This design comes from an exercise in tuning for a short achievable clock period and few clock cycles on the open sky130 flow, not from production work. In this exercise RTL edits were held to simulation tests only and were not proved equivalent to the original. Power is estimated from default activity; no workload was simulated.

==> design/flow/design.v <==
module alu(srca, srcb, sub, sel_and, sel_or, sel_slt, aluresult);
  input [31:0] srca, srcb;
  input sub, sel_and, sel_or, sel_slt;
  output [31:0] aluresult;
  wire [31:0] sum = srca + srcb + {31'd0, sub};
  wire lt = (srca[31] == srcb[31]) ? srca[31] : sum[31];
  assign aluresult = sel_and ? (srca & srcb) :
                     sel_or  ? (srca | srcb) :
                     sel_slt ? {31'd0, lt} : sum;
endmodule
module control_unit(opcode, funct, is_r, is_addi, is_lw, is_sw, is_beq, sub, sel_and, sel_or, sel_slt);
  input [5:0] opcode, funct;
  output is_r, is_addi, is_lw, is_sw, is_beq;
  output sub, sel_and, sel_or, sel_slt;
  assign is_r    = opcode == 6'b000000;
  assign is_addi = opcode == 6'b001000;
  assign is_lw   = opcode == 6'b100011;
  assign is_sw   = opcode == 6'b101011;
  assign is_beq  = opcode == 6'b000100;
  assign sub     = is_r && (funct == 6'b100010 || funct == 6'b101010);
  assign sel_and = is_r && funct == 6'b100100;
  assign sel_or  = is_r && funct == 6'b100101;
  assign sel_slt = is_r && funct == 6'b101010;
endmodule
module branch_target(pc_lo, imm, tgt_lo, outside);
  input  [15:0] pc_lo;
  input  [15:0] imm;
  output [15:0] tgt_lo;
  output outside;
  wire [16:0] lo = {1'b0, pc_lo} + {1'b0, imm} + 17'd1;
  assign tgt_lo = lo[15:0];
  assign outside = lo[16] ^ imm[15];
endmodule
module register_file(clk, we3, a1, a2, a3, wd3, rd1, rd2);
  input clk, we3;
  input [4:0] a1, a2, a3;
  input [31:0] wd3;
  output [31:0] rd1, rd2;
  reg [31:0] regs [1:31];
  always @(posedge clk)
    if (we3 && a3 != 5'd0)
      regs[a3] <= wd3;
  assign rd1 = (a1 == 5'd0) ? 32'd0 : regs[a1];
  assign rd2 = (a2 == 5'd0) ? 32'd0 : regs[a2];
endmodule
module mips_cpu(clk, rst, instruction_memory_a, instruction_memory_rd, data_memory_a, data_memory_rd, data_memory_we, data_memory_wd,
                register_a1, register_a2, register_a3, register_we3, register_wd3, register_rd1, register_rd2);
  input clk, rst;
  output data_memory_we;
  output [31:0] instruction_memory_a, data_memory_a, data_memory_wd;
  input [31:0] instruction_memory_rd, data_memory_rd;
  output register_we3;
  output [4:0] register_a1, register_a2, register_a3;
  output [31:0] register_wd3;
  input [31:0] register_rd1, register_rd2;
  reg  [31:0] pc;
  wire [31:0] pc4 = pc + 32'd4;
  assign instruction_memory_a = pc;
  wire [31:0] ins_f = instruction_memory_rd;
  wire        static_f = (ins_f[31:26] == 6'b000100) && (ins_f[25:21] == ins_f[20:16]);
  wire [15:0] tgt_lo_f;
  wire        cross_f;
  branch_target btf(pc[17:2], ins_f[15:0], tgt_lo_f, cross_f);
  reg         v_d;
  reg         fix_d;    
  reg  [31:0] ir_d;
  reg  [31:0] pc4_d;
  wire [4:0]  rs = ir_d[25:21], rt = ir_d[20:16], rd = ir_d[15:11];
  wire is_r, is_addi, is_lw, is_sw, is_beq, sub_d, and_d, or_d, slt_d;
  control_unit cu(ir_d[31:26], ir_d[5:0], is_r, is_addi, is_lw, is_sw, is_beq, sub_d, and_d, or_d, slt_d);
  wire [31:0] imm_d = {{16{ir_d[15]}}, ir_d[15:0]};
  wire [31:0] tgt_d = pc4_d + {imm_d[29:0], 2'b00};
  wire [4:0]  dst_d = is_r ? rd : rt;
  wire        wr_d  = v_d & (is_r | is_addi | is_lw) & (dst_d != 5'd0);
  wire        beq_dyn    = v_d & is_beq & (rs != rt);
  wire        sum_d      = is_addi | (is_r & (ir_d[5:0] == 6'b100000 || ir_d[5:0] == 6'b100010));
  wire        use_rs = is_r | is_addi | is_lw | is_sw | (is_beq & (rs != rt));
  wire        use_rt = is_r | is_sw | (is_beq & (rs != rt));
  reg  [31:0] a_e, b_e, sd_e, tgt_e;
  reg         wr_e, ld_e, st_e, br_e, mem_e, sum_e;
  reg  [4:0]  rd_e;
  reg         sub_e, and_e, or_e, slt_e;
  reg  [31:0] res_m, addr_m, sd_m;
  reg         wr_m, ld_m, st_m;
  reg  [4:0]  rd_m;
  wire [31:0] alu_e;
  alu alu1(a_e, b_e, sub_e, and_e, or_e, slt_e, alu_e);
  wire taken_e = br_e & (a_e == b_e);
  wire zero_e = ((a_e ^ b_e) == {a_e[30:0] | b_e[30:0], sub_e});
  wire [31:0] res_m_val = ld_m ? data_memory_rd : res_m;
  assign data_memory_a  = addr_m;
  assign data_memory_wd = sd_m;
  assign data_memory_we = st_m;
  assign register_we3 = wr_m;
  assign register_a3  = rd_m;
  assign register_wd3 = res_m_val;
  assign register_a1 = rs;
  assign register_a2 = rt;
  wire [31:0] rs_val = (wr_e && rd_e == rs) ? alu_e :
                       (wr_m && rd_m == rs) ? res_m_val : register_rd1;
  wire [31:0] rt_val = (wr_e && rd_e == rt) ? alu_e :
                       (wr_m && rd_m == rt) ? res_m_val : register_rd2;
  wire fast_d  = beq_dyn & wr_e & sum_e & (((rt == 5'd0) & (rs == rd_e)) | ((rs == 5'd0) & (rt == rd_e)));
  wire taken_d = fast_d & zero_e;
  wire stall = ld_e & wr_e & v_d & ((use_rs & rd_e == rs) | (use_rt & rd_e == rt));
  wire fix_now = v_d & fix_d;
  wire take_f = static_f & ~rst & ~taken_e & ~stall & ~taken_d & ~fix_now;
  wire [31:0] pc_other = rst ? 32'd0 :
                         taken_e ? tgt_e :
                         stall ? pc :
                         (taken_d | fix_now) ? tgt_d : pc4;
  wire [31:0] pc_next = take_f ? {pc[31:18], tgt_lo_f, 2'b00} : pc_other;
  always @(posedge clk) pc <= pc_next;
  always @(posedge clk) begin
    if (rst) begin
      v_d <= 1'b0;
      fix_d <= 1'b0;
      wr_e <= 1'b0; ld_e <= 1'b0; st_e <= 1'b0; br_e <= 1'b0; mem_e <= 1'b0; sum_e <= 1'b0;
      wr_m <= 1'b0; ld_m <= 1'b0; st_m <= 1'b0;
    end else begin
      if (taken_e || taken_d || fix_now) begin
        v_d <= 1'b0;
      end else if (!stall) begin
        v_d <= 1'b1;
      end
      fix_d <= take_f & cross_f;
      if (taken_e || stall) begin
        wr_e <= 1'b0; ld_e <= 1'b0; st_e <= 1'b0; br_e <= 1'b0; mem_e <= 1'b0; sum_e <= 1'b0;
      end else begin
        wr_e <= wr_d;
        ld_e <= v_d & is_lw;
        st_e <= v_d & is_sw;
        br_e <= beq_dyn & ~fast_d;
        sum_e <= v_d & sum_d;
        mem_e <= v_d & (is_lw | is_sw);
      end
      wr_m <= wr_e;
      ld_m <= ld_e;
      st_m <= st_e;
    end
  end
  always @(posedge clk) begin
    if (!stall) begin
      ir_d  <= instruction_memory_rd;
      pc4_d <= pc4;
    end
    a_e   <= rs_val;
    b_e   <= ((is_addi | is_lw | is_sw) ? imm_d : rt_val) ^ {32{sub_d}};
    sd_e  <= rt_val;
    tgt_e <= tgt_d;
    rd_e  <= dst_d;
    sub_e <= sub_d;
    and_e <= and_d;
    or_e  <= or_d;
    slt_e <= slt_d;
    res_m <= alu_e;
    rd_m  <= rd_e;
    sd_m  <= sd_e;
    addr_m <= mem_e ? alu_e : 32'd0;
  end
endmodule
module mips_top(clk, rst, imem_addr, imem_rdata, dmem_addr, dmem_we, dmem_wdata, dmem_rdata);
  input clk, rst;
  output [31:0] imem_addr;
  input [31:0] imem_rdata;
  output [31:0] dmem_addr;
  output dmem_we;
  output [31:0] dmem_wdata;
  input [31:0] dmem_rdata;
  wire [4:0] a1, a2, a3;
  wire we3;
  wire [31:0] wd3, rd1, rd2;
  mips_cpu cpu(clk, rst, imem_addr, imem_rdata, dmem_addr, dmem_rdata, dmem_we, dmem_wdata,
               a1, a2, a3, we3, wd3, rd1, rd2);
  register_file rf(clk, we3, a1, a2, a3, wd3, rd1, rd2);
endmodule
==> design/flow/flow/run.sh <==
#!/bin/bash
set -euo pipefail
MARGIN=$(cat flow/margin.txt)
bash standard.sh synth > synth_make.log 2>&1
bash standard.sh SETUP_SLACK_MARGIN=$MARGIN finish > layout_make.log 2>&1
==> design/flow/flow/margin.txt <==
7.4
==> design/flow/standard.sh <==
#!/bin/bash
# synth_recipe.tcl (not shown) runs the flow's synth.tcl, then flattens the netlist and writes it again
# the make line also repeats each setting of config.mk as NAME=value (left out here)
make -C /OpenROAD-flow-scripts/flow DESIGN_CONFIG=/design/flow/config.mk WORK_HOME=/design/flow/orfs CLKGATE_MAP_FILE= SYNTH_SCRIPT=/design/flow/synth_recipe.tcl "${@:-finish}"
==> design/flow/config.mk <==
export PLATFORM = sky130hd
export DESIGN_NAME = mips_top
export DESIGN_NICKNAME = mips_top
export VERILOG_FILES = /design/flow/design.v
export SDC_FILE = /design/flow/constraint.sdc
export NUM_CORES = 4
export LEC_CHECK = 0
export ABC_CLOCK_PERIOD_IN_PS = 2500
export CAP_MARGIN = 20
export CORE_MARGIN = 2
export CORE_UTILIZATION = 60
export PLACE_DENSITY = 0.7
export SETUP_SLACK_MARGIN = 5
export SLEW_MARGIN = 20
export SYNTH_HIERARCHICAL = 1
==> design/flow/constraint.sdc <==
create_clock -name core_clock -period 10.5 [get_ports {clk}]
set_input_delay 2.1000 -clock core_clock [delete_from_list [all_inputs] [get_ports {clk}]]
set_output_delay 2.1000 -clock core_clock [all_outputs]
set_load 0.01 [all_outputs]
==> results_dict.tcl, run 1 <==
set metrics [dict create \
    place.gp.congestion 0.9397 \
    cp-start-kind "register" \
    static-leakage-power_nw 28.70 \
    root_buffer "clkbuf_16" \
    fin_nets 5270 \
    tightest_slew_ns 1.232 \
    powerDensity_nw_per_um2 182.0 \
    drive_gt1_frac 0.2769 \
    dpl.hpwl_mm 122.9 \
    fin_crit_sh 0.3507 \
    cts_buffers 140 \
    hold_viol 0 \
    instances_no_fill 6647 \
    worstSetupPathType "register to register" \
    drc 0 \
    row_count 121 \
    place_area_sq_um 69500 \
    grt_max_degree 73 \
    ys_seq_area_frac 0.5688 \
    portBuffers 162 \
    drt-initial-drc-count 5997 \
    clock_skew_ns 0.02831 \
    clock-sinks 1337 \
    ys_seq_elements 1337 \
    vdd_drop_max_mv 0.1440 \
    dp_slack_ns 5.555 \
    setup_violations 0 \
    cp_data_arrival_time_ns 4.30 \
    ys.flop_type "edfxtp_1" \
    synth_warnings 8 \
    timing.rr.end "cpu.b_e[26]" \
    required_ns 11.12 \
    syn_avg_cell_area_sq_um 14.04 \
    clock_latency_ns 0.77 \
    antenna_found_initial 1 \
    multi_input_area_sq_um 28430 \
    drv_cap 0 \
    r2r_slack_ns 6.82 \
    layout_setup_ws_ns 6.818 \
    area.growth.synth_to_final_pct 18.76 \
    async_flop_share 0 \
    nFillCells 7121 \
    yosys.area.top_type "edfxtp_1" \
    whs_endpoint "cpu.sd_m[25]" \
    cts_tree "done" \
    outcome "no timing/DRC/antenna violations" \
    yosysMostFrequentCell "edfxtp_1" \
    clk_pin_slew_ns 0.06 \
    wire_per_inst_microns 32.47 \
    hp-class "register to register" \
    synth.top_cell.area_share 0.4929 \
    dp_cells 6143 \
    post_drt_via_cell_ratio 6.890 \
    syn-cell-area_sq_um 66160 \
    pin_count 163 \
    synth_edf_count 1086 \
    grt_overflow 0 \
    ys_top_cells_by_area "edfxtp_1, mux4_2, dfxtp_1" \
    slew-limit-headroom 0.1781 \
    rr_worst_depth 16 \
    tns_ns 0 \
    cp_max_fo 4 \
    r2r_start "cpu.b_e[0]" \
    register_area_sq_um 37690 \
    hold_buffers 0 \
    final_max_slew_viol_count 0 \
    grt_pass1_vias 44470 \
    hold_depth 0 \
    start_util 0.6061 \
    rsz0062_at_grt "yes" \
    ys_types 93 \
    drtAntennaViolNets 0 \
    vias 45800 \
    hp-start "cpu.sd_e[25]" \
    syn-num-nets 4924 \
    post-route-min-period_ns 3.682 \
    die_x_microns 336.1 \
    die_h_microns 336.1 \
    grt_pass1_wl_mm 300.9 \
    clock_path_buffers 3 \
    dr.pass1.iters 5 \
    htree_num_levels 4 \
    core_sq_um 109200 \
    grt_usage 0.3729 \
    routed_wl_mm 215.8 \
    synth_common_cells "edfxtp_1, mux2i_1, mux4_2" \
    syn_inst 4713 \
    cp-end-kind "register" \
    die-area_sq_um 112900 \
    final_cell_area_sq_um 78580 \
    max_freq_mhz 271.6 \
]
-- layer usage --
metal  up-vias  track usage  wire length, microns
met5         -            0                     0
li1      19080            -                     -
met2      2922       0.5888                100900
met3       691      0.07313                 22930
met1     23110       0.4808                 77040
met4         0       0.2279                 14990
-- worst max-delay path by stage --
stage	endpoint	startpoint	cells past startpoint
after detailed placement	cpu.pc[14]	imem_rdata[0]	12
after global routing	cpu.b_e[26]	cpu.a_e[0]	16
after global placement	cpu.pc[14]	imem_rdata[0]	12
final	cpu.b_e[26]	cpu.b_e[0]	16
after floorplan	cpu.pc[14]	imem_rdata[0]	11
after CTS	cpu.b_e[26]	cpu.a_e[0]	15
-- layout by cell type, fill, tap and decap left out, types with 101 or more instances in the layout --
cell,n
edfxtp_1,1086
mux2i_1,415
mux4_2,339
nand2_1,240
buf_4,234
dfxtp_1,204
inv_1,176
nor2_1,159
a21oi_1,158
clkbuf_16,157
o21ai_0,122
nand3_1,106
ha_1,101
-- Yosys stat by module, one instance, submodules excluded, a selection --
module	area, sq um	copies in the design	cells inside
alu	3301	1	510
branch_target	882.1	1	118
control_unit	120.1	1	17
mips_cpu	15360	1	1467
register_file	46500	1	2601
-- sequential cells by signal, indices dropped and copies added (netlist names), 5 cells and up, named ones only --
signal	cells
cpu.sd_e	32
cpu.sd_m	32
cpu.pc4_d	32
cpu.ir_d	32
cpu.b_e	32
rf.regs	992
cpu.tgt_e	32
cpu.a_e	32
cpu.rd_m	5
cpu.rd_e	5
cpu.addr_m	32
cpu.pc	30
cpu.res_m	32
-- what timing repair did --
item | in CTS | in global routing
pin swaps | 78 | 93
endpoints found under the setup margin | 350 | 418
setup buffers | 123 | 85
resized for setup | 734 | 230
cloned | 28 | 14
-- final cells by class --
type / instances / share of cell area
clock buffers: 178 / 0.04984
inverters: 185 / 0.009140
diodes: 3 / 0.00009554
flip-flops and latches: 1337 / 0.4797
repair inverters: 2 / 0.0001911
well taps: 1476 / 0.02350
clock inverters: 73 / 0.009952
repair buffers: 494 / 0.06575
multi-input cells: 2899 / 0.3618
-- worst max-delay path, cell delays in order (launching register included) --
cell,delay (ns)
dfxtp_2,0.33
inv_2,0.07
fa_2,0.25
inv_2,0.05
fa_2,0.36
a21o_4,0.24
a221oi_4,0.39
o211ai_4,0.16
a2111oi_4,0.36
buf_4,0.19
nor3_2,0.06
or3_1,0.38
a31o_4,0.30
nand2_2,0.07
o21ai_2,0.08
o21ai_2,0.17
xnor2_1,0.08
-- metrics by stage --
stage                       util  hold WS (ns)  power, mW
after global routing      0.7198        0.3274      14.65
after detailed placement  0.6367        0.3121      8.818
after global placement    0.6366        0.3125      8.786
after floorplan                -        0.3096      7.955
final                     0.7199        0.3261      14.30
after CTS                 0.7029        0.3259      14.05
-- report_power, final --
| part | internal [mW] | switching [mW] | total [mW] |
|---|---|---|---|
| Sequential | 6.43 | 0.118 | 6.55 |
| Clock | 3.01 | 2.10 | 5.11 |
| Combinational | 0.904 | 1.74 | 2.65 |
-- kinds of logic (layout without fill, tap and decap cells) --
kind of cell / count (synthesis) / after routing / share of synthesized area
fa+ha+maj: 145 / 145 / 0.02787
xor+xnor: 175 / 175 / 0.02328
mux: 845 / 850 / 0.1957
simple gates: 932 / 936 / 0.07029
buf+inv: 486 / 932 / 0.03362
compound gates: 793 / 793 / 0.08043
flops: 1337 / 1337 / 0.5688
other cells: 0 / 3 / 0
Testbench counts, summed over its fixed seeds: cycles 12,158.
==> inputs of run 2 (changes only) <==
--- a/design/flow/design.v
+++ b/design/flow/design.v
@@ -1,4 +1,4 @@
-module alu(srca, srcb, sub, sel_and, sel_or, sel_slt, aluresult);
+module alu(srca, srcb, sub, sel_sum, sel_and, sel_or, sel_slt, aluresult);
   input [31:0] srca, srcb;
-  input sub, sel_and, sel_or, sel_slt;
+  input sub, sel_sum, sel_and, sel_or, sel_slt;
   output [31:0] aluresult;
@@ -6,5 +6,6 @@
   wire lt = (srca[31] == srcb[31]) ? srca[31] : sum[31];
-  assign aluresult = sel_and ? (srca & srcb) :
-                     sel_or  ? (srca | srcb) :
-                     sel_slt ? {31'd0, lt} : sum;
+  assign aluresult = ({32{sel_sum}} & sum) |
+                     ({32{sel_and}} & (srca & srcb)) |
+                     ({32{sel_or}}  & (srca | srcb)) |
+                     {31'd0, sel_slt & lt};
 endmodule
@@ -24,4 +25,4 @@
 endmodule
-module branch_target(pc_lo, imm, tgt_lo, outside);
-  input  [15:0] pc_lo;
+module branch_target(pc4_lo, imm, tgt_lo, outside);
+  input  [15:0] pc4_lo;
   input  [15:0] imm;
@@ -29,3 +30,3 @@
   output outside;
-  wire [16:0] lo = {1'b0, pc_lo} + {1'b0, imm} + 17'd1;
+  wire [16:0] lo = {1'b0, pc4_lo} + {1'b0, imm};
   assign tgt_lo = lo[15:0];
@@ -62,3 +63,3 @@
   wire        cross_f;
-  branch_target btf(pc[17:2], ins_f[15:0], tgt_lo_f, cross_f);
+  branch_target btf(pc4[17:2], ins_f[15:0], tgt_lo_f, cross_f);
   reg         v_d;
@@ -81,3 +82,3 @@
   reg  [4:0]  rd_e;
-  reg         sub_e, and_e, or_e, slt_e;
+  reg         sub_e, and_e, or_e, slt_e, add_e;
   reg  [31:0] res_m, addr_m, sd_m;
@@ -86,3 +87,3 @@
   wire [31:0] alu_e;
-  alu alu1(a_e, b_e, sub_e, and_e, or_e, slt_e, alu_e);
+  alu alu1(a_e, b_e, sub_e, add_e, and_e, or_e, slt_e, alu_e);
   wire taken_e = br_e & (a_e == b_e);
@@ -98,6 +99,11 @@
   assign register_a2 = rt;
-  wire [31:0] rs_val = (wr_e && rd_e == rs) ? alu_e :
-                       (wr_m && rd_m == rs) ? res_m_val : register_rd1;
-  wire [31:0] rt_val = (wr_e && rd_e == rt) ? alu_e :
-                       (wr_m && rd_m == rt) ? res_m_val : register_rd2;
+  wire        fwd_e_rs = wr_e && rd_e == rs;
+  wire        fwd_e_rt = wr_e && rd_e == rt;
+  wire [31:0] rs_old = (wr_m && rd_m == rs) ? res_m_val : register_rd1;
+  wire [31:0] rt_old = (wr_m && rd_m == rt) ? res_m_val : register_rd2;
+  wire        use_imm = is_addi | is_lw | is_sw;
+  wire [31:0] a_next  = fwd_e_rs ? alu_e : rs_old;
+  wire [31:0] sd_next = fwd_e_rt ? alu_e : rt_old;
+  wire [31:0] b_other = (use_imm ? imm_d : rt_old) ^ {32{sub_d}};
+  wire [31:0] b_next  = (fwd_e_rt & ~use_imm) ? (alu_e ^ {32{sub_d}}) : b_other;
   wire fast_d  = beq_dyn & wr_e & sum_e & (((rt == 5'd0) & (rs == rd_e)) | ((rs == 5'd0) & (rt == rd_e)));
@@ -109,5 +115,5 @@
                          taken_e ? tgt_e :
-                         stall ? pc :
+                         stall ? pc4_d :    
                          (taken_d | fix_now) ? tgt_d : pc4;
-  wire [31:0] pc_next = take_f ? {pc[31:18], tgt_lo_f, 2'b00} : pc_other;
+  wire [31:0] pc_next = take_f ? {pc4[31:18], tgt_lo_f, 2'b00} : pc_other;
   always @(posedge clk) pc <= pc_next;
@@ -146,5 +152,5 @@
     end
-    a_e   <= rs_val;
-    b_e   <= ((is_addi | is_lw | is_sw) ? imm_d : rt_val) ^ {32{sub_d}};
-    sd_e  <= rt_val;
+    a_e   <= a_next;
+    b_e   <= b_next;
+    sd_e  <= sd_next;
     tgt_e <= tgt_d;
@@ -155,2 +161,3 @@
     slt_e <= slt_d;
+    add_e <= ~(and_d | or_d | slt_d);
     res_m <= alu_e;
--- a/design/flow/config.mk
+++ b/design/flow/config.mk
@@ -10,4 +10,4 @@
 export CORE_MARGIN = 2
-export CORE_UTILIZATION = 60
-export PLACE_DENSITY = 0.7
+export CORE_UTILIZATION = 40
+export PLACE_DENSITY = 0.6
 export SETUP_SLACK_MARGIN = 5
==> run 2 against run 1 <==
Against the previous run:
- routed wire length is 9.4% higher
- setup slack better by 0.16 ns
- sequential power hardly changed
- design area is 1.8% higher
- final cell count is 10% higher
- clock power is 2% lower
- worst hold slack better by 0.00065 ns
- largest cell class unchanged
==> results_dict.tcl, run 2 <==
set metrics [dict create \
    antenna_found_initial 4 \
    clock_latency_ns 0.79 \
    slew-limit-headroom 0.2715 \
    fin_crit_sh 0.3353 \
    rr_worst_depth 14 \
    cts_tree "done" \
    drt-initial-drc-count 6219 \
    cp_max_fo 4 \
    htree_num_levels 4 \
    clock_path_buffers 3 \
    grt_pass1_wl_mm 329.0 \
    start_util 0.4022 \
    final_max_slew_viol_count 0 \
    switchingPower_mw 4.025 \
    vias 45610 \
    internal_power_mw 10.25 \
    grt_max_degree 65 \
    vdd_drop_max_mv 0.1993 \
    ys_seq_area_frac 0.5713 \
    syn-cell-area_sq_um 65380 \
    tns_ns 0 \
    drc 0 \
    post-route-min-period_ns 3.521 \
    hp-class "register to register" \
    portBuffers 162 \
    syn_avg_cell_area_sq_um 14.13 \
    nFillCells 13800 \
    fin_nets 5238 \
    rsz0062_at_grt "yes" \
    pin_count 163 \
    post_drt_via_cell_ratio 6.233 \
    synth.top_cell.area_share 0.4850 \
    drive_gt1_frac 0.3034 \
    r2r_start "cpu.a_e[0]" \
    dpl.hpwl_mm 126.1 \
    yosysMostFrequentCell "edfxtp_1" \
    largest_reg_flops 992 \
    synth_edf_count 1056 \
    area.growth.synth_to_final_pct 22.32 \
    syn_inst 4627 \
    required_ns 11.13 \
    die_x_microns 408.3 \
    cts_buffers 141 \
    place.gp.congestion 0.8845 \
    outcome "no timing/DRC/antenna violations" \
    worstSetupPathType "register to register" \
    core_sq_um 162600 \
    fin_total_pwr_mw 14.27 \
    hp-start "cpu.sd_e[23]" \
    wire_per_inst_microns 32.27 \
    max_freq_mhz 284.0 \
    p_clk_frac 0.350 \
    ys_top_cells_by_area "edfxtp_1, mux4_2, dfxtp_1" \
    crit_chain "fa_2, a211oi_2, o211ai_1, a31o_4, o21a_1, o31a_1, a311oi_4, buf_6, xor2_2, o221ai_2, nand2_1, o21ai_2, o21ai_1, xnor2_1" \
    routed_wl_mm 236.1 \
    worst_path_max_delay_cell "fa_2" \
    dr.pass1.iters 6 \
    synth_warnings 8 \
    tightest_slew_ns 1.090 \
    grt_usage 0.2754 \
    ys_types 97 \
    clk_pin_slew_ns 0.06 \
    combPwrFrac 0.193 \
    static-leakage-power_nw 28.98 \
    mostFrequentLayoutCells "edfxtp_1, mux2i_1, mux4_2" \
    grt_pass1_vias 44220 \
    row_count 148 \
    top_register "rf.regs" \
    cp_data_arrival_time_ns 4.15 \
    drv_cap 0 \
    ys_seq_elements 1338 \
    n_antenna_cell 0 \
    drtAntennaViolNets 0 \
    critPathLaunch "cpu.a_e[0]" \
    powerDensity_nw_per_um2 178.5 \
    crit_family "compound AO/OA/AOI/OAI gates" \
    syn-num-nets 4838 \
    die-area_sq_um 166700 \
    root_buffer "clkbuf_16" \
    slowest_delay_ns 0.43 \
    cp.depth 14 \
    layout_commonest_cell "edfxtp_1" \
    die_h_microns 408.3 \
    cp-end-kind "register" \
    hold_viol 0 \
    async_flop_share 0 \
    setup_violations 0 \
    ys.flop_type "edfxtp_1" \
    endpoint "cpu.b_e[31]" \
    timing.rr.end "cpu.b_e[31]" \
    cp-start-kind "register" \
    cp.buffers_inverters 1 \
    r2r_slack_ns 6.98 \
    synth_common_cells "edfxtp_1, mux2i_1, mux4_2" \
    clock-sinks 1338 \
    clock_skew_ns 0.03821 \
    seqPwrFrac 0.458 \
    yosys.area.top_type "edfxtp_1" \
    grt_overflow 0 \
    switching_share 0.2820 \
]
[run 2: cell types whose count changed after synthesis, sizes merged, moves of 25 or more]
| cell | change |
|---|---|
| edfxtp | -30 |
| inv | -27 |
| xnor2 | +36 |
| xor2 | -29 |
| a21oi | -26 |
| dfxtp | +31 |
| o221ai | +25 |
[run 2: worst min-delay path by stage]
stage / to / slack (ns) / depth (start not counted)
2_1_floorplan: cpu.sd_m[0] / 0.31 / 0
3_3_place_gp: cpu.sd_m[8] / 0.31 / 0
3_5_place_dp: cpu.sd_m[26] / 0.31 / 0
4_1_cts: cpu.sd_m[23] / 0.33 / 0
5_1_grt: cpu.sd_m[0] / 0.33 / 0
6_report: cpu.sd_m[23] / 0.33 / 0
[run 2: cells by family after synthesis]
kind of cell | count (synthesis) | share of synthesized area
AO/OA/AOI/OAI | 770 | 0.08033
XOR/XNOR | 182 | 0.02438
adder cells (fa/ha/maj) | 145 | 0.02821
buffers and inverters | 458 | 0.03255
flip-flops | 1338 | 0.5713
multiplexers | 828 | 0.1954
AND/OR/NAND/NOR | 906 | 0.06782
[run 2: repair_timing]
item / in CTS / in global routing
buffers inserted: 160 / 76
gates cloned: 45 / 4
pin swaps: 98 / 97
hold buffers: 0 / 0
gates resized for setup: 976 / 234
setup endpoints to repair: 345 / 339
[run 2: power by group through the flow]
| stage | Sequential [mW] | Combinational [mW] | Clock (mW) |
|---|---|---|---|
| 6_report | 6.53 | 2.75 | 4.99 |
| 5_1_grt | 6.54 | 2.87 | 5.24 |
| 4_1_cts | 6.53 | 2.56 | 5.03 |
| 3_5_place_dp | 6.61 | 2.15 | 0 |
| 3_3_place_gp | 6.61 | 2.13 | 0 |
| 2_1_floorplan | 6.57 | 1.33 | 0 |
[run 2: per-stage QoR]
step	std cells	hold slack (ns)	worst slack, ns	utilization	instance area [sq um]
6_report	7317	0.3268	6.979	0.4919	79980
5_1_grt	7317	0.3316	6.914	0.4919	79980
4_1_cts	7236	0.3264	7.030	0.4820	78360
3_5_place_dp	6773	0.3121	5.566	0.4283	69640
3_3_place_gp	6773	0.3113	5.579	0.4283	69630
2_1_floorplan	4627	0.3096	6.615	-	65620
[run 2: worst reg2reg max path: stages, from the launching register on]
cell	delay, ns
dfxtp_4	0.36
fa_2	0.43
a211oi_2	0.29
o211ai_1	0.16
a31o_4	0.29
o21a_1	0.22
o31a_1	0.41
a311oi_4	0.34
buf_6	0.17
xor2_2	0.17
o221ai_2	0.12
nand2_1	0.10
o21ai_2	0.07
o21ai_1	0.17
xnor2_1	0.08
[run 2: Yosys stat by module (local to each module, per instance), a selection]
module,flops+latches,times used,cells inside,area (sq um)
register_file,992,1,2601,46500
mips_cpu,346,1,1465,15050
alu,0,1,429,2872
branch_target,0,1,115,844.6
control_unit,0,1,17,120.1
[run 2: layout make-up]
| cell class | instances | area, sq um | area share |
|---|---|---|---|
| Clock buffer | 193 | 4001 | 0.05003 |
| Inverter | 158 | 623.1 | 0.007791 |
| Multi-Input combinational cell | 2840 | 28090 | 0.3513 |
| Clock inverter | 65 | 573.1 | 0.007165 |
| Sequential cell | 1338 | 37560 | 0.4697 |
| Timing Repair Buffer | 548 | 6401 | 0.08004 |
| Tap cell | 2175 | 2721 | 0.03403 |
[run 2: metal layers]
layer,vias to the layer above,global-route usage,part of all wire
li1,18910,-,-
met1,23480,0.3694,0.39
met2,2696,0.4399,0.46
met3,527,0.04562,0.096
met4,2,0.1240,0.053
met5,-,0,0.000047
Testbench counts of run 2, summed over its fixed seeds: cycles 12,158.
==> inputs of run 3 (changes only) <==
--- a/design/flow/design.v
+++ b/design/flow/design.v
@@ -4,3 +4,20 @@
   output [31:0] aluresult;
-  wire [31:0] sum = srca + srcb + {31'd0, sub};
+  reg [31:0] g, p, gn, pn, sum;
+  integer i, d;
+  always @(*) begin
+    p = srca ^ srcb;
+    g = srca & srcb;
+    g[0] = g[0] | (p[0] & sub);
+    for (d = 1; d < 32; d = d * 2) begin
+      gn = g;
+      pn = p;
+      for (i = d; i < 32; i = i + 1) begin
+        gn[i] = g[i] | (p[i] & g[i - d]);
+        pn[i] = p[i] & p[i - d];
+      end
+      g = gn;
+      p = pn;
+    end
+    sum = (srca ^ srcb) ^ {g[30:0], sub};
+  end
   wire lt = (srca[31] == srcb[31]) ? srca[31] : sum[31];
==> run 3 against run 2 <==
Against the previous run:
- critical endpoint is now cpu.fix_d
- power barely moved
- still clean
- largest cell class unchanged
- combinational power fell by 3%
- non-clock buffer count fell by 40
- design area fell by 0.61%
- synthesized area barely moved
- clock skew fell by 0.0083 ns
- register-to-register slack improved by 0.16 ns
==> results_dict.tcl, run 3 <==
set metrics [dict create \
    die-area_sq_um 166800 \
    ys_types 100 \
    start_util 0.4025 \
    fin_crit_sh 0.3233 \
    clock_path_buffers 3 \
    register_area_sq_um 37540 \
    hp-class "register to register" \
    post_drt_via_cell_ratio 6.210 \
    mostFrequentLayoutCells "edfxtp_1, mux2i_1, mux4_2" \
    max_freq_mhz 294.6 \
    grt_max_degree 82 \
    root_buffer "clkbuf_16" \
    portBuffers 162 \
    synth_common_cells "edfxtp_1, mux2i_1, mux4_2" \
    slew-limit-headroom 0.1449 \
    synth_edf_count 1056 \
    die_x_microns 408.5 \
    rsz0062_at_grt "yes" \
    powerDensity_nw_per_um2 179.6 \
    wire_per_inst_microns 31.78 \
    dr.pass1.iters 6 \
    final_cell_area_sq_um 79490 \
    cp_max_fo 8 \
    vias 45270 \
    synth_warnings 9 \
    cp-end-kind "register" \
    cts_buffers 144 \
    htree_num_levels 4 \
    async_flop_share 0 \
    multi_input_area_sq_um 28230 \
    fin_nets 5205 \
    pin_count 163 \
    grt_overflow 0 \
    antenna_found_initial 6 \
    ys_seq_elements 1338 \
    routed_wl_mm 231.7 \
    area.growth.synth_to_final_pct 21.47 \
    core_sq_um 162600 \
    tns_ns 0 \
    syn_inst 4635 \
    drc 0 \
    syn-num-nets 4846 \
    final_core_util 0.4889 \
    clock_skew_ns 0.02991 \
    drt-initial-drc-count 5998 \
    ys.flop_type "edfxtp_1" \
    ys_top_cells_by_area "edfxtp_1, mux4_2, dfxtp_1" \
    grt_usage 0.2677 \
    clock-sinks 1338 \
    clock_latency_ns 0.81 \
    clk_pin_slew_ns 0.06 \
    grt_pass1_wl_mm 321.8 \
    hold_ws_ns 0.3267 \
    syn_avg_cell_area_sq_um 14.12 \
    hold_buffers 0 \
    top_register "rf.regs" \
    drive_gt1_frac 0.2957 \
    cp_data_arrival_time_ns 4.12 \
    nFillCells 13880 \
    outcome "no timing/DRC/antenna violations" \
    drtAntennaViolNets 0 \
    cp-start-kind "input port" \
    grt_pass1_vias 43730 \
    yosys.area.top_type "edfxtp_1" \
    instances_no_fill 7290 \
    setup_violations 0 \
    yosysMostFrequentCell "edfxtp_1" \
    post-route-min-period_ns 3.395 \
    required_ns 11.23 \
    hold_viol 0 \
    row_count 148 \
    worstSetupPathType "input port to register" \
    die_h_microns 408.5 \
    syn-cell-area_sq_um 65440 \
    place.gp.congestion 0.9496 \
    layout_commonest_cell "edfxtp_1" \
    tightest_slew_ns 1.283 \
    drv_cap 0 \
    final_max_slew_viol_count 0 \
    dp_cells 6766 \
    place_area_sq_um 69590 \
    ys_seq_area_frac 0.5709 \
    largest_reg_flops 992 \
    dpl.hpwl_mm 129.1 \
    cts_tree "done" \
    static-leakage-power_nw 28.58 \
    vdd_drop_max_mv 0.1775 \
    synth.top_cell.area_share 0.4846 \
]
==> run 3: critical path: stages <==
cell             delay [ns]
clkdlybuf4s50_1        0.45
ha_2                   0.42
a21oi_1                0.12
o21ai_2                0.20
mux2i_1                0.21
o211ai_1               0.11
a311oi_2               0.31
and3_1                 0.20
==> run 3: final timing paths <==
kind / start / to / slack [ns] / cells past startpoint
min: cpu.sd_e[30] / cpu.sd_m[30] / 0.33 / 0
max reg2reg: cpu.b_e[0] / cpu.addr_m[25] / 7.14 / 16
min reg2reg: cpu.sd_e[30] / cpu.sd_m[30] / 0.33 / 0
max: imem_rdata[13] / cpu.fix_d / 7.11 / 8
==> run 3: repair_timing <==
item | in CTS | in global routing
gates cloned | 45 | 9
setup endpoints to repair | 322 | 278
resized for setup | 907 | 219
pin swaps | 82 | 74
buffers inserted | 131 | 72
endpoints found under the hold margin | 0 | 0
==> run 3: per-stage QoR <==
step	power, mW	worst slack, ns
2_1_floorplan	7.910	6.615
3_3_place_gp	8.730	5.438
3_5_place_dp	8.760	5.416
4_1_cts	14.08	7.055
5_1_grt	14.67	7.064
6_report	14.28	7.105
==> run 3: cell families (layout without fill, tap and decap cells) <==
group	count (synthesis)	count (layout)	synth area share
compound gates	760	763	0.07912
xor+xnor	185	185	0.02476
fa+ha+maj	145	145	0.02818
buf+inv	468	928	0.03333
flops	1338	1338	0.5709
mux	828	842	0.1952
other cells	0	2	0
simple gates	911	912	0.06853
==> run 3: cell type report <==
| class | count | area share |
|---|---|---|
| timing repair buffer | 508 | 0.07230 |
| clock buffer | 196 | 0.05065 |
| antenna | 2 | 0.00006296 |
| clock inverter | 69 | 0.007871 |
| multi-input combinational | 2847 | 0.3551 |
| sequential | 1338 | 0.4723 |
| tap | 2175 | 0.03424 |
| inverter | 155 | 0.007477 |
==> run 3: where the power goes <==
part,switching (mW),total [mW],internal [mW],leakage [nW]
combinational,1.71,2.66,0.952,14.3
sequential,0.136,6.55,6.41,12.0
clock,2.17,5.07,2.90,2.28
total,4.01,14.3,10.3,28.6
==> run 3: Yosys stat by module (local to each module, per instance), a selection <==
module / cells inside / area (sq um)
branch_target: 115 / 844.6
mips_cpu: 1465 / 15050
register_file: 2601 / 46500
alu: 437 / 2925
control_unit: 17 / 120.1
==> run 3: routing by layer <==
metal	vias up	GRT usage	routed length, microns
met5	-	0	35
met4	6	0.1158	11920
met3	563	0.05036	22790
met2	2615	0.4274	107700
met1	23270	0.3569	89280
li1	18810	-	-
Testbench counts of run 3, summed over its fixed seeds: cycles 12,158.
==> inputs of run 4 (changes only) <==
--- a/design/flow/design.v
+++ b/design/flow/design.v
@@ -1,29 +1 @@
-module alu(srca, srcb, sub, sel_sum, sel_and, sel_or, sel_slt, aluresult);
-  input [31:0] srca, srcb;
-  input sub, sel_sum, sel_and, sel_or, sel_slt;
-  output [31:0] aluresult;
-  reg [31:0] g, p, gn, pn, sum;
-  integer i, d;
-  always @(*) begin
-    p = srca ^ srcb;
-    g = srca & srcb;
-    g[0] = g[0] | (p[0] & sub);
-    for (d = 1; d < 32; d = d * 2) begin
-      gn = g;
-      pn = p;
-      for (i = d; i < 32; i = i + 1) begin
-        gn[i] = g[i] | (p[i] & g[i - d]);
-        pn[i] = p[i] & p[i - d];
-      end
-      g = gn;
-      p = pn;
-    end
-    sum = (srca ^ srcb) ^ {g[30:0], sub};
-  end
-  wire lt = (srca[31] == srcb[31]) ? srca[31] : sum[31];
-  assign aluresult = ({32{sel_sum}} & sum) |
-                     ({32{sel_and}} & (srca & srcb)) |
-                     ({32{sel_or}}  & (srca | srcb)) |
-                     {31'd0, sel_slt & lt};
-endmodule
 module control_unit(opcode, funct, is_r, is_addi, is_lw, is_sw, is_beq, sub, sel_and, sel_or, sel_slt);
@@ -42,9 +14,11 @@
 endmodule
-module branch_target(pc4_lo, imm, tgt_lo, outside);
+module branch_target(pc4_lo, imm, take, other_lo, next_lo, outside);
   input  [15:0] pc4_lo;
   input  [15:0] imm;
-  output [15:0] tgt_lo;
+  input         take;
+  input  [15:0] other_lo;
+  output [15:0] next_lo;
   output outside;
   wire [16:0] lo = {1'b0, pc4_lo} + {1'b0, imm};
-  assign tgt_lo = lo[15:0];
+  assign next_lo = take ? lo[15:0] : other_lo;
   assign outside = lo[16] ^ imm[15];
@@ -78,5 +52,4 @@
   wire        static_f = (ins_f[31:26] == 6'b000100) && (ins_f[25:21] == ins_f[20:16]);
-  wire [15:0] tgt_lo_f;
+  wire [15:0] next_lo;
   wire        cross_f;
-  branch_target btf(pc4[17:2], ins_f[15:0], tgt_lo_f, cross_f);
   reg         v_d;
@@ -103,4 +76,8 @@
   reg  [4:0]  rd_m;
-  wire [31:0] alu_e;
-  alu alu1(a_e, b_e, sub_e, add_e, and_e, or_e, slt_e, alu_e);
+  wire [31:0] add_sum_e = a_e + b_e + {31'd0, sub_e};
+  wire lt_e = (a_e[31] == b_e[31]) ? a_e[31] : add_sum_e[31];
+  wire [31:0] alu_e = ({32{add_e}} & add_sum_e) |
+                     ({32{and_e}} & (a_e & b_e)) |
+                     ({32{or_e}}  & (a_e | b_e)) |
+                     {31'd0, slt_e & lt_e};
   wire taken_e = br_e & (a_e == b_e);
@@ -134,3 +111,4 @@
                          (taken_d | fix_now) ? tgt_d : pc4;
-  wire [31:0] pc_next = take_f ? {pc4[31:18], tgt_lo_f, 2'b00} : pc_other;
+  branch_target btf(pc4[17:2], ins_f[15:0], take_f, pc_other[17:2], next_lo, cross_f);
+  wire [31:0] pc_next = {take_f ? pc4[31:18] : pc_other[31:18], next_lo, pc_other[1:0]};
   always @(posedge clk) pc <= pc_next;
--- a/design/flow/config.mk
+++ b/design/flow/config.mk
@@ -11,2 +11,4 @@
 export CORE_UTILIZATION = 40
+export CTS_CLUSTER_DIAMETER = 100
+export CTS_CLUSTER_SIZE = 30
 export PLACE_DENSITY = 0.6
==> run 4 against run 3 <==
Against the previous run:
- still clean on timing, DRC and antenna
- via count rose by 0.66%
- combinational power up 9.8%
- utilization decreased by 0.52 points
- critical path depth rose by 6
- clock-buffer cell count down 124
- final cell count is 1.1% lower
- non-clock buffer count rose by 88
- critical endpoint is now cpu.b_e[26]
==> results_dict.tcl, run 4 <==
set metrics [dict create \
    outcome "no timing/DRC/antenna violations" \
    hold_viol 0 \
    drt-initial-drc-count 5839 \
    drive_gt1_frac 0.3099 \
    grt_max_degree 61 \
    post-route-min-period_ns 3.478 \
    required_ns 11.12 \
    hold_ws_ns 0.3333 \
    ys_top_cells_by_area "edfxtp_1, mux4_2, dfxtp_1" \
    yosys.area.top_type "edfxtp_1" \
    clock_skew_ns 0.08212 \
    hp-class "register to register" \
    slew-limit-headroom 0.3327 \
    grt_use_met1 0.3677 \
    drv_cap 0 \
    drtAntennaViolNets 0 \
    core_sq_um 162800 \
    layout_commonest_cell "edfxtp_1" \
    syn_inst 4639 \
    static-leakage-power_nw 27.99 \
    rsz0062_at_grt "yes" \
    ys_seq_area_frac 0.5701 \
    grt_overflow 0 \
    met3_usage 0.03360 \
    register_area_sq_um 37540 \
    mostFrequentLayoutCells "edfxtp_1, mux2i_1, mux4_2" \
    synth.top_cell.area_share 0.4839 \
    powerDensity_nw_per_um2 155.4 \
    grtUsageMet2 0.4359 \
    syn-cell-area_sq_um 65530 \
    cts_buffers 54 \
    nFillCells 13870 \
    grt_pass1_wl_mm 327.7 \
    ys_seq_elements 1338 \
    synth_common_cells "edfxtp_1, mux2i_1, mux4_2" \
    multi_input_area_sq_um 29140 \
    ys.flop_type "edfxtp_1" \
    post_drt_via_cell_ratio 6.323 \
    area.growth.synth_to_final_pct 20.15 \
    fin_nets 5182 \
    die_h_microns 408.8 \
    layout_setup_ws_ns 7.022 \
    grt_busiest_layer "met2" \
    antenna_found_initial 11 \
    final_max_slew_viol_count 0 \
    clock-sinks 1338 \
    top_register "rf.regs" \
    largest_reg_flops 992 \
    grt_usage 0.2728 \
    vias 45570 \
    clock_path_buffers 3 \
    start_util 0.4026 \
    dp_slack_ns 5.026 \
    final_core_util 0.4837 \
    clock_latency_ns 0.75 \
    async_flop_share 0 \
    hold_buffers 0 \
    dpl.hpwl_mm 128.7 \
    synth_edf_count 1056 \
    synth_warnings 8 \
    clk_pin_slew_ns 0.12 \
    worstSetupPathType "register to register" \
    syn-num-nets 4819 \
    fin_crit_sh 0.3312 \
    setup_violations 0 \
    grt_pass1_vias 44030 \
    ys_types 104 \
    cp-end-kind "register" \
    cp-start-kind "register" \
    cp_max_fo 16 \
    htree_num_levels 2 \
    dr.pass1.iters 8 \
    portBuffers 162 \
    row_count 148 \
    tns_ns 0 \
    vdd_drop_max_mv 0.1260 \
    tightest_slew_ns 0.9972 \
    pin_count 163 \
    wire_per_inst_microns 33.45 \
    cts_tree "done" \
    max_freq_mhz 287.5 \
    drc 0 \
    yosysMostFrequentCell "edfxtp_1" \
    die_x_microns 408.8 \
    syn_avg_cell_area_sq_um 14.13 \
    die-area_sq_um 167100 \
    place.gp.congestion 0.9130 \
    routed_wl_mm 241.0 \
    cp_data_arrival_time_ns 4.09 \
    root_buffer "clkbuf_16" \
]
[run 4: cell count changes in the layout (fill, tap and decap cells not counted), moves of 19 or more]
cell,previous run,this run
clkbuf_16,157,74
a21o_1,31,53
ha_4,26,47
buf_4,230,282
xnor2_1,120,77
clkinv_1,23,1
clkinv_2,20,1
inv_1,153,110
xor2_1,47,67
ha_1,107,62
clkbuf_1,36,13
[run 4: power by group]
group	internal [mW]	switching (mW)
Combinational	1.05	1.86
Sequential	6.38	0.161
Clock	1.05	1.72
Total	8.48	3.75
[run 4: Yosys stat by module (local to each module, per instance), a selection]
module	flops+latches	cell area, sq um
mips_cpu	346	17820
register_file	992	46500
control_unit	0	120.1
branch_target	0	1086
[run 4: final timing paths]
check,depth (start not counted),from,end,slack (ns)
worst min register to register,0,cpu.sd_e[9],cpu.sd_m[9],0.33
worst max register to register,14,cpu.ir_d[16],cpu.b_e[26],7.02
worst max-delay path,14,cpu.ir_d[16],cpu.b_e[26],7.02
worst min-delay path,0,cpu.sd_e[9],cpu.sd_m[9],0.33
[run 4: cell families after synthesis]
group / synth area share
flops: 0.5701
xor+xnor: 0.02270
buf+inv: 0.03259
simple gates: 0.06967
compound gates: 0.08535
mux: 0.1974
fa+ha+maj: 0.02223
[run 4: area by class of cell]
class | instances | share of cell area
clock buffer | 72 | 0.01923
clock inverter | 12 | 0.002368
timing repair inverter | 5 | 0.0006992
multi-input combinational | 2884 | 0.3701
timing repair buffer | 596 | 0.08986
inverter | 123 | 0.006309
sequential | 1338 | 0.4768
tap | 2175 | 0.03456
antenna | 2 | 0.00006356
[run 4: layer usage]
metal  part of all wire  vias to the layer above
met5            0.00030                        -
met4              0.069                       12
met3              0.088                      524
met2               0.46                     2589
met1               0.39                    23630
li1                   -                    18820
[run 4: through the flow]
stage	power, mW	instance area, sq um	std cells
detailed placement	8.772	69680	6762
floorplan	7.897	65830	4639
finish	12.23	78740	7207
global placement	8.743	69670	6762
CTS	11.93	76120	7060
global route	12.52	78730	7206
[run 4: worst max-delay path, cell delays in order (launching register included)]
cell and delay (ns):
edfxtp_1 0.48, buf_12 0.19, buf_6 0.13, buf_12 0.13
clkbuf_16 0.16, nor3_4 0.23, nor3_4 0.10, buf_4 0.27
o21ai_1 0.17, nand4_1 0.36, mux2i_2 0.37, nor2_2 0.10
a2111oi_2 0.30, nor3_1 0.11, xor2_1 0.19
[run 4: what timing repair did]
action                                   CTS  global route
buffers inserted                         152           121
pin swaps                                 84           137
endpoints found under the setup margin   369           257
gates cloned                              62            24
gates resized for setup                 1021           315
Testbench counts of run 4, summed over its fixed seeds: cycles 12,158.
==> inputs of run 5 (changes only) <==
--- a/design/flow/design.v
+++ b/design/flow/design.v
@@ -76,3 +76,20 @@
   reg  [4:0]  rd_m;
-  wire [31:0] add_sum_e = a_e + b_e + {31'd0, sub_e};
+  reg [31:0] ks_g, ks_p, ks_gn, ks_pn, add_sum_e;
+  integer ks_i, ks_d;
+  always @(*) begin
+    ks_p = a_e ^ b_e;
+    ks_g = a_e & b_e;
+    ks_g[0] = ks_g[0] | (ks_p[0] & sub_e);
+    for (ks_d = 1; ks_d < 32; ks_d = ks_d * 2) begin
+      ks_gn = ks_g;
+      ks_pn = ks_p;
+      for (ks_i = ks_d; ks_i < 32; ks_i = ks_i + 1) begin
+        ks_gn[ks_i] = ks_g[ks_i] | (ks_p[ks_i] & ks_g[ks_i - ks_d]);
+        ks_pn[ks_i] = ks_p[ks_i] & ks_p[ks_i - ks_d];
+      end
+      ks_g = ks_gn;
+      ks_p = ks_pn;
+    end
+    add_sum_e = (a_e ^ b_e) ^ {ks_g[30:0], sub_e};
+  end
   wire lt_e = (a_e[31] == b_e[31]) ? a_e[31] : add_sum_e[31];
==> run 5 against run 4 <==
Against the previous run:
- fmax shrank 1.8%
- via count increased by 1.2%
- combinational power is 3% higher
- synthesized cell count increased by 1.0%
- setup slack got worse by 0.065 ns
==> results_dict.tcl, run 5 <==
set metrics [dict create \
    outcome "no timing/DRC/antenna violations" \
    drtAntennaViolNets 0 \
    core_sq_um 163000 \
    cp_data_arrival_time_ns 4.16 \
    drive_gt1_frac 0.2995 \
    internal_power_mw 8.495 \
    switchingPower_mw 3.720 \
    area.growth.synth_to_final_pct 18.95 \
    fin_nets 5205 \
    top_register "rf.regs" \
    htree_num_levels 2 \
    dr.pass1.iters 6 \
    dpl.hpwl_mm 133.2 \
    post-route-min-period_ns 3.543 \
    rsz0062_at_grt "yes" \
    row_count 148 \
    clk_pin_slew_ns 0.11 \
    cts_buffers 52 \
    pin_count 163 \
    switching_share 0.3045 \
    synth_edf_count 1056 \
    hp-class "register to register" \
    synth_warnings 8 \
    die-area_sq_um 167500 \
    async_flop_share 0 \
    wirelength_met1_mm 93.99 \
    largest_reg_flops 992 \
    clock_skew_ns 0.04184 \
    cp-start-kind "register" \
    die_h_microns 409.2 \
    syn-cell-area_sq_um 65680 \
    ys.flop_type "edfxtp_1" \
    final_max_slew_viol_count 0 \
    required_ns 11.12 \
    hold_buffers 0 \
    top_layer_used "met5" \
    combPwrFrac 0.246 \
    ys_types 98 \
    tightest_slew_ns 1.027 \
    cts_tree "done" \
    die_x_microns 409.2 \
    cp_max_fo 10 \
    drv_cap 0 \
    cp-end-kind "register" \
    yosys.area.top_type "edfxtp_1" \
    syn-num-nets 4867 \
    tns_ns 0 \
    dr_wl_met2_mm 110.6 \
    seqPwrFrac 0.535 \
    hold_depth 0 \
    final_core_util 0.4794 \
    powerDensity_nw_per_um2 156.3 \
    vias 46110 \
    yosysMostFrequentCell "edfxtp_1" \
    ys_top_cells_by_area "edfxtp_1, mux4_2, dfxtp_1" \
    grt_pass1_vias 44060 \
    slew-limit-headroom 0.3154 \
    start_util 0.4030 \
    worstSetupPathType "register to register" \
    rr_worst_depth 13 \
    syn_inst 4687 \
    whs_endpoint "cpu.sd_m[4]" \
    drc 0 \
    grt_usage 0.2734 \
    clock-sinks 1338 \
    p_clk_frac 0.219 \
    hp-start "cpu.sd_e[4]" \
    routed_wl_mm 242.7 \
    ys_seq_elements 1338 \
    grt_overflow 0 \
    clock_path_buffers 3 \
    grt_max_degree 58 \
    ys_seq_area_frac 0.5688 \
    antenna_found_initial 9 \
    synth.top_cell.area_share 0.4828 \
    layout_commonest_cell "edfxtp_1" \
    mostFrequentLayoutCells "edfxtp_1, mux2i_1, mux4_2" \
    setup_violations 0 \
    synth_common_cells "edfxtp_1, mux2i_1, mux4_2" \
    clock_latency_ns 0.75 \
    post_drt_via_cell_ratio 6.379 \
    timing.rr.end "cpu.pc[17]" \
    wire_per_inst_microns 33.58 \
    hold_viol 0 \
    syn_avg_cell_area_sq_um 14.01 \
    r2r_slack_ns 6.96 \
    wl_met3_mm 24.85 \
    grt_pass1_wl_mm 330.1 \
    vdd_drop_max_mv 0.1267 \
    max_freq_mhz 282.3 \
    place.gp.congestion 0.9390 \
    portBuffers 162 \
    fin_crit_sh 0.3374 \
    drt-initial-drc-count 6907 \
    r2r_start "cpu.b_e[19]" \
    root_buffer "clkbuf_16" \
    static-leakage-power_nw 27.71 \
]
-- run 5: worst max-delay path, cell delays in order, from the launching register on --
cell and delay (ns):
dfxtp_1 0.36, inv_1 0.05, ha_2 0.44, xor2_1 0.30, nand4_1 0.23, nor4_4 0.48
a32o_2 0.32, buf_12 0.15, mux2i_1 0.18, nor2_1 0.05, a211oi_1 0.17, nor3_1 0.10
nor2b_1 0.14, or4b_1 0.45
-- run 5: cell families (layout without fill, tap and decap cells) --
kind of cell	Yosys count	count (layout)	share of synthesized area
adder cells (fa/ha/maj)	114	114	0.02217
AND/OR/NAND/NOR	973	975	0.07274
XOR/XNOR	162	162	0.02160
AO/OA/AOI/OAI	820	820	0.08706
other	0	2	0
flip-flops	1338	1338	0.5688
buffers and inverters	450	797	0.03282
multiplexers	830	845	0.1948
-- run 5: per-module statistics from Yosys, one instance, submodules excluded, a selection --
| module | flops+latches | cells inside | copies in the design |
|---|---|---|---|
| control_unit | 0 | 17 | 1 |
| register_file | 992 | 2601 | 1 |
| branch_target | 0 | 153 | 1 |
| mips_cpu | 346 | 1916 | 1 |
-- run 5: power groups by stage --
| stage | clock network [mW] | logic [mW] | registers, mW |
|---|---|---|---|
| after global routing | 2.85 | 3.12 | 6.54 |
| after global placement | 0 | 2.22 | 6.59 |
| after floorplan | 0 | 1.41 | 6.56 |
| after CTS | 2.70 | 2.68 | 6.51 |
| final | 2.68 | 3.01 | 6.53 |
| after detailed placement | 0 | 2.25 | 6.59 |
-- run 5: metrics by stage --
stage               power [mW]  setup WS [ns]  cells  area (sq um)  hold WS, ns
floorplan                7.970          6.785   4687         66050       0.3096
CTS                      11.89          7.000   7083         75750       0.3352
global placement         8.805          5.182   6803         69860       0.3102
detailed placement       8.839          5.311   6805         69880       0.3121
finish                   12.22          6.957   7228         78130       0.3341
global route             12.50          6.899   7227         78120       0.3384
-- run 5: routing by layer --
metal / up-vias / GRT usage
met5: - / 0
met4: 2 / 0.1203
met3: 509 / 0.04470
met2: 2868 / 0.4315
met1: 23780 / 0.3726
li1: 18950 / -
-- run 5: what timing repair did --
item / CTS / global route
setup buffers: 140 / 126
setup endpoints to repair: 542 / 328
cloned: 58 / 17
pin swaps: 102 / 125
resized for setup: 995 / 256
-- run 5: worst max-delay path by stage --
stage / to / slack (ns) / depth (start not counted) / from
floorplan: cpu.pc[10] / 6.78 / 7 / imem_rdata[0]
global placement: cpu.pc[17] / 5.18 / 10 / imem_rdata[20]
detailed placement: cpu.pc[17] / 5.31 / 10 / imem_rdata[20]
CTS: cpu.b_e[30] / 7.00 / 13 / cpu.a_e[0]
global route: cpu.b_e[30] / 6.90 / 13 / cpu.a_e[0]
finish: cpu.pc[17] / 6.96 / 13 / cpu.b_e[19]
-- run 5: final cells by class --
cell class	instances	area, sq um
fillers	14050	84830
inverters	125	519.2
diodes	2	5.005
multi-input cells	2916	28990
well taps	2175	2721
repair buffers	586	6741
clock inverters	11	145.1
flip-flops and latches	1338	37560
repair inverters	6	48.80
clock buffers	69	1396
Testbench counts of run 5, summed over its fixed seeds: cycles 12,158.
==> inputs of run 6 (changes only) <==
--- a/design/flow/design.v
+++ b/design/flow/design.v
@@ -47,5 +47,6 @@
   input [31:0] register_rd1, register_rd2;
-  reg  [31:0] pc;
+  reg  [31:0] pc_out, pc_n;
+  wire [31:0] pc = ~pc_n;
   wire [31:0] pc4 = pc + 32'd4;
-  assign instruction_memory_a = pc;
+  assign instruction_memory_a = pc_out;
   wire [31:0] ins_f = instruction_memory_rd;
@@ -130,3 +131,6 @@
   wire [31:0] pc_next = {take_f ? pc4[31:18] : pc_other[31:18], next_lo, pc_other[1:0]};
-  always @(posedge clk) pc <= pc_next;
+  always @(posedge clk) begin
+    pc_out <= pc_next;
+    pc_n   <= ~pc_next;
+  end
   always @(posedge clk) begin
--- a/design/flow/config.mk
+++ b/design/flow/config.mk
@@ -11,4 +11,2 @@
 export CORE_UTILIZATION = 40
-export CTS_CLUSTER_DIAMETER = 100
-export CTS_CLUSTER_SIZE = 30
 export PLACE_DENSITY = 0.6
==> run 6 against run 5 <==
Against the previous run:
- still clean
- sequential cell count rose by 32
- power rose by 21%
- combinational power fell by 3%
- die area rose by 0.37%
- synthesized area rose by 0.38%
- critical endpoint is now cpu.pc_n[13]
- highest routed layer unchanged
==> results_dict.tcl, run 6 <==
set metrics [dict create \
    synth.top_cell.area_share 0.4810 \
    hold_viol 0 \
    fin_crit_sh 0.3342 \
    async_flop_share 0 \
    post-route-min-period_ns 3.509 \
    synth-xor-area-share 0.02298 \
    post_drt_via_cell_ratio 6.305 \
    vdd_drop_max_mv 0.1850 \
    vias 46870 \
    cts_tree "done" \
    outcome "no timing/DRC/antenna violations" \
    cp-end-kind "register" \
    grt_usage 0.2758 \
    fin_nets 5313 \
    final_core_util 0.5058 \
    largest_reg_flops 992 \
    synth_top_family_by_area "multiplexers" \
    hold_buffers 0 \
    die_h_microns 410.0 \
    syn-cell-area_sq_um 65920 \
    switchingPower_mw 4.219 \
    internal_power_mw 10.54 \
    grt_pass1_wl_mm 331.9 \
    htree_num_levels 4 \
    nFillCells 13450 \
    drt-initial-drc-count 7100 \
    final_max_slew_viol_count 0 \
    syn-num-nets 4852 \
    combPwrFrac 0.199 \
    pin_count 163 \
    syn_inst 4672 \
    powerDensity_nw_per_um2 178.9 \
    grt_overflow 0 \
    p_clk_frac 0.353 \
    area.growth.synth_to_final_pct 25.18 \
    ys_top_cells_by_area "edfxtp_1, mux4_2, dfxtp_1" \
    static-leakage-power_nw 29.91 \
    ys.flop_type "edfxtp_1" \
    seqPwrFrac 0.448 \
    antenna_found_initial 13 \
    drv_cap 0 \
    cp_max_fo 6 \
    synth-compound-area-share 0.08693 \
    setup_violations 0 \
    clock-sinks 1370 \
    switching_share 0.2858 \
    max_freq_mhz 285.0 \
    top_register "rf.regs" \
    cp-start-kind "input port" \
    tns_ns 0 \
    routed_wl_mm 246.2 \
    cp_data_arrival_time_ns 4.21 \
    hp-class "register to register" \
    drc 0 \
    core_sq_um 163100 \
    ys_types 102 \
    tightest_slew_ns 1.136 \
    row_count 148 \
    required_ns 11.20 \
    rsz0062_at_grt "yes" \
    register_area_sq_um 38120 \
    synthSimpleGateAreaFrac 0.06740 \
    start_util 0.4041 \
    wire_per_inst_microns 33.12 \
    worstSetupPathType "input port to register" \
    die-area_sq_um 168100 \
    drive_gt1_frac 0.3232 \
    yosys.area.top_type "edfxtp_1" \
    synth_warnings 8 \
    clock_skew_ns 0.05056 \
    clock_latency_ns 0.81 \
    syn_avg_cell_area_sq_um 14.11 \
    portBuffers 162 \
    multi_input_area_sq_um 28760 \
    synth_mux_area_frac 0.1914 \
    ys_seq_elements 1370 \
    dr.pass1.iters 6 \
    slew-limit-headroom 0.2428 \
    synth_fa_ha_area_frac 0.02209 \
    clk_pin_slew_ns 0.07 \
    mostFrequentLayoutCells "edfxtp_1, mux2i_1, mux4_2" \
    grt_max_degree 53 \
    synth_edf_count 1056 \
    root_buffer "clkbuf_16" \
    ys_seq_area_frac 0.5764 \
    die_x_microns 410.0 \
    place.gp.congestion 0.9156 \
    drtAntennaViolNets 0 \
    layout_commonest_cell "edfxtp_1" \
    dpl.hpwl_mm 133.1 \
    synth_common_cells "edfxtp_1, mux2i_1, mux4_2" \
    clock_path_buffers 3 \
    yosysMostFrequentCell "edfxtp_1" \
    cts_buffers 147 \
    grt_pass1_vias 44930 \
]
==> run 6: path summary, 6_finish.rpt <==
kind / from / to / slack (ns) / depth (start not counted)
hold reg to reg: cpu.sd_e[10] / cpu.sd_m[10] / 0.32 / 0
setup reg to reg: cpu.a_e[0] / cpu.b_e[24] / 7.01 / 15
hold / removal: cpu.sd_e[10] / cpu.sd_m[10] / 0.32 / 0
setup / recovery: imem_rdata[30] / cpu.pc_n[13] / 6.99 / 12
==> run 6: layout make-up <==
type,count,area share
Inverter,147,0.007187
Sequential cell,1370,0.4619
Clock inverter,67,0.008127
Clock buffer,205,0.05000
Antenna cell,2,0.00006065
Timing Repair Buffer,611,0.09050
Timing Repair inverter,8,0.0007278
Tap cell,2175,0.03298
Multi-Input combinational cell,2848,0.3485
==> run 6: cell families after synthesis <==
group | count (synthesis)
AO/OA/AOI/OAI | 821
XOR/XNOR | 173
adder cells (fa/ha/maj) | 114
buffers and inverters | 466
flip-flops | 1370
multiplexers | 812
AND/OR/NAND/NOR | 916
==> run 6: what timing repair did <==
item | 4_1_cts | 5_1_grt
setup endpoints to repair | 593 | 384
cloned | 57 | 24
gates resized for setup | 1051 | 319
pin swaps | 116 | 110
setup buffers | 138 | 139
==> run 6: layer usage <==
metal / wire length [microns] / track usage / vias up / share of wire
li1: - / - / 19140 / -
met1: 93840 / 0.3652 / 24020 / 0.38
met2: 112200 / 0.4355 / 3072 / 0.46
met3: 25880 / 0.05398 / 627 / 0.11
met4: 14190 / 0.1331 / 12 / 0.058
met5: 78 / 0 / - / 0.00032
==> run 6: worst max-delay path: stages <==
cell        delay, ns
buf_6            0.09
or4b_4           0.54
nor3_4           0.16
nand4_1          0.11
nor3_2           0.16
and3_4           0.23
buf_12           0.14
clkinvlp_4       0.12
buf_6            0.14
a211o_1          0.27
o221ai_2         0.07
inv_1            0.05
==> run 6: modules after synthesis, one instance, submodules excluded, a selection <==
module	copies in the design	cells inside
mips_cpu	1	1901
branch_target	1	153
register_file	1	2601
control_unit	1	17
==> run 6: per-stage QoR <==
stage / instances / power (mW) / cell area (sq um) / hold WS (ns) / worst slack (ns)
2_1_floorplan: 4672 / 7.954 / 66110 / 0.3096 / 6.366
4_1_cts: 7268 / 14.39 / 79560 / 0.3219 / 7.028
5_1_grt: 7433 / 15.11 / 82520 / 0.3299 / 6.912
6_report: 7433 / 14.76 / 82520 / 0.3191 / 6.991
3_5_place_dp: 6801 / 8.809 / 70060 / 0.3121 / 5.469
3_3_place_gp: 6801 / 8.788 / 70050 / 0.3109 / 5.453
==> run 6: power groups by stage <==
stage                     logic [mW]  registers (mW)  clock network (mW)
after floorplan                 1.29            6.67                   0
after global placement          2.09            6.70                   0
after detailed placement        2.11            6.70                   0
after CTS                       2.54            6.60                5.25
after global routing            3.03            6.63                5.45
final                           2.93            6.62                5.21
Testbench counts of run 6, summed over its fixed seeds: cycles 12,158.

-- what the ideal ports hide --
The results above use ideal ports. As a check the final layouts listed here were re-extracted and re-timed, cells and wires unchanged. Step 1 assumes that a clkbuf_16 drives the clock port and a buf_2 every other input. Step 2 also shifts input and output timing later by t, the mid clock arrival at the registers, as if the neighbouring blocks saw the same clock. a / b / c = ideal / step 1 / step 2; a / b = the first two.
run	t (ns)	setup slack, ns	latest minus earliest clock arrival (ns)	worst data-port slew with drivers (ns)
run 1	0.841	6.818 / 6.818 / 6.161	0.035 / 0.035	0.07
run 2	0.853	6.979 / 6.979 / 6.313	0.044 / 0.043	0.08
run 3	0.867	7.105 / 7.035 / 6.289	0.035 / 0.035	0.06
run 4	0.795	7.022 / 7.022 / 6.413	0.087 / 0.087	0.11
run 5	0.809	6.957 / 6.957 / 6.413	0.046 / 0.046	0.08
run 6	0.861	6.991 / 7.012 / 6.170	0.051 / 0.051	0.13
After both steps every run listed still meets setup and hold. For run 6, which loses most, drivers alone change the setup slack by +0.021 ns; drivers and shift together by -0.821 ns.
